Background: an optimization exercise with open tools, aiming at small area. Do not read the settings as production practice. Only simulation tests tie the RTL to the original design; equivalence was not proved. Power is estimated from default activity; no workload was simulated.

==> maple: inputs <==
==> flow/design.v <==
`timescale 1ns / 1ps
module debouncer(input clk,input rst,input button1,output button2);
 reg [3:0] cnt1;
always @(posedge clk) begin
  if(rst) cnt1<=4'd0;
  else if(cnt1==4'd0) cnt1<=button1 ? 4'd11 : 4'd0;
  else cnt1<=cnt1-4'd1;
end
assign button2=cnt1[3];
endmodule
`timescale 1ns / 1ps
module flappy_game(input clk,input rst,
				input pushin,paus,quit,
				input STATUS_IN,
				input [7:0] temp,    
				input [7:0] temp2,   
				output reg [2:0] state,
				output reg mode,
				output reg [1:0] level,
				output reg [7:0] score1,score2,
				output reg [8:0] birdrow1,birdrow2,
				output [7:0] birdcolumn1,birdcolumn2,
				output reg [1:0] birdangle1,birdangle2,
				output reg [8:0] row0,row1,row2,
				output [9:0] column0,column1,column2,
				output [7:0] height2,
				output test);
parameter set0=3'b000,set=3'b001,set2=3'b010,play=3'b011,pause=3'b100,fail=3'b101;
function [9:0] add10(input [9:0] a, input [9:0] b, input ci);
  integer i; reg c;
  begin
    c=ci;
    for(i=0;i<10;i=i+1) begin
      add10[i]=a[i]^b[i]^c;
      c=(a[i]&b[i])|(a[i]&c)|(b[i]&c);
    end
  end
endfunction
reg [7:0] C;         
reg [1:0] n;         
reg z;               
reg [6:0] hgt;       
reg heightdir;
reg [6:0] bc1;       
wire g=bc1[6]|bc1[5];  
reg collide1,collide2;
reg [7:0] x1,x2;     
reg f1,f2,a1,a2,l2,l12,sp;
reg [1:0] lv;        
reg [7:0] G;         
reg [8:0] s;         
reg [8:0] brs;
reg [6:0] xi1,xi2;
reg [7:0] Cm;
reg [9:0] t;
reg win1,win2,in,s1,s2,aft1,aft2,push1b,sel2,play_now;
wire push,push1,push2;
wire [6:0] rcnt;
reg [8:0] randomR;
wire Pause,Quit;
wire [9:0] c0s,c2s;
debouncer D1(clk,rst,pushin,push1);
Random R(clk,rst,rcnt);
always @* begin
  case (rcnt[4:1])
    4'd0: t[3:0]=4'b1101^rcnt[5:2];
    4'd1: t[3:0]=4'b1010^rcnt[5:2];
    4'd2: t[3:0]=4'b1111^rcnt[6:3];
    4'd3: t[3:0]=4'b0111^rcnt[5:2];
    4'd4: t[3:0]=4'b0110^rcnt[6:3];
    4'd5: t[3:0]=4'b1101^rcnt[5:2];
    4'd6: t[3:0]=4'b1110^rcnt[6:3];
    default: t[3:0]=4'b1011^rcnt[5:2];
  endcase
  case (t[3:0])
    4'd0: randomR=9'd365;  4'd1: randomR=9'd348;  4'd2: randomR=9'd331;  4'd3: randomR=9'd314;
    4'd4: randomR=9'd297;  4'd5: randomR=9'd280;  4'd6: randomR=9'd263;  4'd7: randomR=9'd246;
    4'd8: randomR=9'd229;  4'd9: randomR=9'd212;  4'd10: randomR=9'd195; 4'd11: randomR=9'd178;
    4'd12: randomR=9'd161; 4'd13: randomR=9'd144; 4'd14: randomR=9'd127; default: randomR=9'd110;
  endcase
end
assign c0s = add10({2'd0,C},10'd119,1'b0);
assign c2s = {3'd0,add10({3'd0,C[6:0]},10'd9,1'b0)&10'h7f};    
assign column0 = (n!=2'd0) ? {c0s[8:0],1'b0} : 10'd0;
assign column1 = n[1] ? {1'b0,C,1'b0} : 10'd0;
assign column2 = (n==2'd3 && C>=8'd131) ? {c2s[8:0],1'b0} : 10'd0;
assign birdcolumn1 = {bc1,1'b0};
assign birdcolumn2 = {g,2'b00,g,1'b0,g,g,1'b0};    
assign height2 = {g,hgt};
assign test=f1;
assign push=STATUS_IN? f1:push1||f2;
assign push2=l2;
assign Pause=paus||sp;
assign Quit=quit||(STATUS_IN? a1:a2);
always@(posedge clk) begin   
  if(rst) begin f1<=0;f2<=0;l2<=0;l12<=0; end
  else begin
    f1<=temp==8'h66; f2<=temp2==8'h66;
    l2<=temp2==8'h6c; l12<=temp==8'h6c||temp2==8'h6c;
  end
end
always@(posedge clk) begin
  a1<=temp==8'h61; a2<=temp2==8'h61;
  sp<=temp==8'h20||temp2==8'h20;
  lv<=(temp==8'h31||temp2==8'h31)?2'd1:(temp==8'h32||temp2==8'h32)?2'd2:(temp==8'h33||temp2==8'h33)?2'd3:2'd0;
end
always@(posedge clk) begin  
 if(rst) begin
   state=set0; mode=1'b0; level=2'b0; score1=8'b0; score2=8'b0;
   birdrow1=9'b0; birdrow2=9'b0; bc1=7'b0;
   birdangle1=2'b0; birdangle2=2'b0; hgt=7'b0;
   n=2'b0; row0=9'b0; row1=9'b0; row2=9'b0; C=0; x1=0; x2=0; z=0; collide1=0; collide2=0; heightdir=0;
 end else begin
 xi1=add10({3'd0,x1[6:0]},10'd0,1'b1);
 xi2=add10({3'd0,x2[6:0]},10'd0,1'b1);
 if(state==set0) begin
   if(STATUS_IN) begin
     if(f1) begin mode=1'b0;state=set;end
     else if(l12) begin mode=1'b1;state=set;end
   end else begin
     if(f2) begin mode=1'b0;state=set;end
     else if(l2) begin mode=1'b1;state=set;end
   end
 end
 if(state==set) begin
   if(Quit) state=set0;
   else if(lv!=2'd0) begin state=set2;level={lv[1]&lv[0],lv[1]&~lv[0]};x1=8'd64;end
 end
 else if(state==set2) begin
   if(x1[6:0]==7'h7f) begin state=play;
     score1=8'b0;score2=8'b0;collide1=1'b0;birdangle1=2'b00;birdangle2=2'b00;
     row0=9'd0;row1=9'd0;row2=9'd0;n=2'd0;C=8'd88;z=1'b0;
     birdrow1=9'd240;x1=8'd0;x2=8'd0;xi1=7'd1;xi2=7'd1;
     bc1=7'd125;heightdir=1'b1;
     hgt=(level==2'd0)?7'd82:(level==2'd1)?7'd22:7'd2;
     collide2=~mode;
     birdrow2=mode?9'd240:9'd511;
   end
   else x1[6:0]=xi1;
 end
 else if(state==play) begin
   if(Pause) state=pause;
   else if(birdrow1>9'd470&&birdrow2>9'd470) state=fail;
 end
 else if(state==pause) begin
   if(Quit) state=play;
 end
 else if(state==fail) begin
   if(Quit) state=set;
 end
 else state=set0;
 play_now=state==play;
 if(play_now) begin  
   if(push) x1=8'b1111_0101;
   else if(x1[7]||x1[6:0]!=7'h7f) x1={x1[7]&&x1[6:0]!=7'h7f,xi1};
   if(mode) begin
     if(push2) x2=8'b1111_0101;
     else if(x2[7]||x2[6:0]!=7'h7f) x2={x2[7]&&x2[6:0]!=7'h7f,xi2};
   end
 end
 if(play_now&&!collide1) begin  
   if(x1[7]) begin
     if(birdrow1>9'd19) begin
       birdrow1=add10({1'b0,birdrow1},(x1[6:0]<7'd120)?10'h3fb:(x1[6:0]<7'd125)?10'h3fc:10'h3fe,1'b0);
       birdangle1=2'b01;
     end else begin birdrow1=9'd19;birdangle1=2'b00;end
   end
   else if(birdrow1<9'd500) begin
     birdrow1=add10({1'b0,birdrow1},{7'd0,x1[6:4]},1'b0);
     birdangle1=(x1[6:0]>7'd19)?2'b10:2'b00;
   end
   else begin birdrow1=9'd511;birdangle1=2'b00;end
 end
 if(play_now&&!collide2) begin  
   if(x2[7]) begin
     if(birdrow2>9'd19) begin
       birdrow2=add10({1'b0,birdrow2},(x2[6:0]<7'd120)?10'h3fb:(x2[6:0]<7'd125)?10'h3fc:10'h3fe,1'b0);
       birdangle2=2'b01;
     end else begin birdrow2=9'd19;birdangle2=2'b00;end
   end
   else if(birdrow2<9'd500) begin
     birdrow2=add10({1'b0,birdrow2},{7'd0,x2[6:4]},1'b0);
     birdangle2=(x2[6:0]>7'd19)?2'b10:2'b00;
   end
   else begin birdrow2=9'd511;birdangle2=2'b00;end
 end
 sel2=C<8'd96;
 brs=sel2?birdrow2:birdrow1;
 s=add10({1'b0,brs},~{1'b0,row1},1'b1);
 case(level)
   2'd0: in=s[8]? s>9'h1a3 : s<9'd93;
   2'd1: in=s[8]? s>9'h1c1 : s<9'd63;
   default: in=s[8]? s>9'h1cb : s<9'd53;
 endcase
 Cm=add10({2'd0,C},10'h3ff,1'b0);
 if(play_now&&!(collide1&&collide2)) begin  
   if(C==8'd67) begin
     row2=row1;row1=row0;row0=randomR;C=8'd186;
     if(n!=2'd3) n={n[1]|n[0],~n[0]};
   end
   else if(C==8'd68&&!z&&n!=2'd0) z=1'b1;
   else begin
     C=Cm;z=1'b0;
     if(level==2'd2) begin
       if(hgt[5]&&hgt[4:0]!=5'd0) begin heightdir=1'b0;hgt[5:0]=add10({4'd0,hgt[5:0]},10'h3fe,1'b0);end
       else if(hgt[5:1]==5'd0) begin heightdir=1'b1;hgt[5:0]=add10({4'd0,hgt[5:0]},10'd2,1'b0);end
       else hgt[5:0]=add10({4'd0,hgt[5:0]},heightdir?10'd1:10'h3ff,1'b0);
     end
   end
 end
 s1=play_now&&n[1]&&C==8'd105&&!collide1;
 s2=play_now&&n==2'd3&&C==8'd174&&!collide2;
 score1=add10({2'd0,score1},10'd0,s1);
 score2=add10({2'd0,score2},10'd0,s2);
 win1=n[1]&&C>8'd105&&C<8'd145;
 if(play_now&&win1&&!in) collide1=1'b1;
 win2=n[1]&&C<8'd95;
 if(play_now&&mode&&win2&&!in) collide2=1'b1;
 G=add10({2'd0,C},~{3'd0,bc1},1'b1);
 aft1=play_now&&collide1&&birdrow1<9'd505&&(collide2||!n[1]||(!G[7]&&G>=8'd20)||(G[7]&&G<8'hec));
 push1b=play_now&&collide1&&birdrow1<9'd505&&!collide2&&n[1]&&G==8'd20;
 aft2=play_now&&collide2&&birdrow2<9'd505&&(collide1||!(n==2'd3&&C>=8'd174));
 birdrow1[8:2]=add10({3'd0,birdrow1[8:2]},10'd0,aft1);
 birdrow2[8:2]=add10({3'd0,birdrow2[8:2]},10'd0,aft2);
 bc1=add10({3'd0,bc1},{10{push1b}},1'b0);
 end
end
endmodule
module Random(input clk,input rst,output reg [6:0] counter);
always@(posedge clk) begin
  if(rst) counter<=7'b0; else counter<=counter+7'd1;
end
endmodule
==> flow/flow/run.sh <==
#!/bin/bash
# Layout flow: the standard flow (standard.sh) with three changes that
# leave the design, its registers and constraints as they are:
#  - synthesis maps the logic with an area-oriented abc script
#    (flow/abc_deep.script) and without extracting half/full adder cells;
#  - the port buffers are the smallest buffer, buf_1;
#  - clock tree synthesis uses small clock buffers and no dummy loads.
# Each tool's output goes to the ORFS logs under orfs/logs; make's output
# goes to standard.log.
set -euo pipefail
here=$(pwd)
{
  cat <<EOT
# The standard flow's synthesis script, with abc's mapping script replaced
proc abc {args} {
  set i [lsearch -exact \$args -script]
  if {\$i >= 0} { set args [lreplace \$args \$i [expr {\$i + 1}]] }
  yosys abc -script $here/flow/abc_deep.script {*}\$args
}
EOT
  cat synth_recipe.tcl
} > flow_synth.tcl
CTS="-sink_clustering_enable -repair_clock_nets -dont_use_dummy_load -buf_list sky130_fd_sc_hd__clkbuf_8 -root_buf sky130_fd_sc_hd__clkbuf_8"
bash standard.sh SYNTH_SCRIPT=$here/flow_synth.tcl ADDER_MAP_FILE= \
  BUFFER_PORTS_ARGS="-buffer_cell sky130_fd_sc_hd__buf_1" \
  CTS_ARGS="$CTS" finish > standard.log 2>&1
==> flow/flow/abc_deep.script <==
strash
&get -n
&deepsyn -T 240 -t
&dch -f
&nf -R 1000 -p
&put
==> flow/standard.sh <==
#!/bin/bash
# synth_recipe.tcl (not shown) runs the flow's synth.tcl, then flattens the netlist and writes it again
# the make line also repeats each setting of config.mk as NAME=value (left out here)
make -C /OpenROAD-flow-scripts/flow DESIGN_CONFIG=/design/flow/config.mk WORK_HOME=/design/flow/orfs CLKGATE_MAP_FILE= SYNTH_SCRIPT=/design/flow/synth_recipe.tcl "${@:-finish}"
==> flow/config.mk <==
export PLATFORM = sky130hd
export DESIGN_NAME = flappy_game
export DESIGN_NICKNAME = flappy_game
export VERILOG_FILES = /design/flow/design.v
export SDC_FILE = /design/flow/constraint.sdc
export NUM_CORES = 4
export LEC_CHECK = 0
export CAP_MARGIN = 20
export CORE_MARGIN = 2
export CORE_UTILIZATION = 40
export SLEW_MARGIN = 20
==> flow/constraint.sdc <==
create_clock -name core_clock -period 20.0 [get_ports {clk}]
set_input_delay 4.0000 -clock core_clock [delete_from_list [all_inputs] [get_ports {clk}]]
set_output_delay 4.0000 -clock core_clock [all_outputs]
set_load 0.01 [all_outputs]
==> raven: changes against maple <==
==> flow/flow/abc_deep.script (replaced) <==
strash
&get -n
&deepsyn -T 600 -t
&dch -f
&nf -R 1000 -p
&put
==> notes <==
In maple the register-to-register slack is worse than in raven, by 980 ps. Between maple and raven, the lower fmax is in maple (gap 6.9%, measured against raven). Combinational power: raven is smaller than maple (about 4%). Area after synthesis: raven is lower than maple (about 0.9%). Between maple and raven, the lower worst hold slack is in maple (gap 3.8 ps). In clock power, maple and raven hardly differ. raven passed the timing, design-rule and antenna checks. maple finished clean. Sequential power is about the same in maple and raven. Flip-flop and latch count is the same in maple and raven. Count of clock-buffer cells in the layout is the same in raven and maple. In maple the critical path depth is higher than in raven, by 7.

separate check: timing with driven ports:
The results above use ideal ports. As a check the final layouts listed here were re-extracted and re-timed, cells and wires unchanged.
Step 1 assumes that a clkbuf_16 drives the clock port and a buf_2 every other input.
Step 2 also shifts input and output timing later by t, the mid clock arrival at the registers, as if the neighbouring blocks saw the same clock.
Slacks: ideal / step 1 / step 2; pairs: ideal / step 1.
run	shift t [ns]	slack for setup (ns)	worst register clock-pin slew, ns	worst slew at a driven data input, ns	pins driven straight from the clock port
maple	0.479	5.933 / 5.951 / 5.472	0.09 / 0.09	0.03	1
raven	0.477	6.910 / 6.931 / 6.455	0.08 / 0.08	0.03	1
After both steps setup and hold are still met in every run listed. The setup slack of maple, which loses most, moves by +0.018 ns with the drivers and by -0.461 ns with both steps.
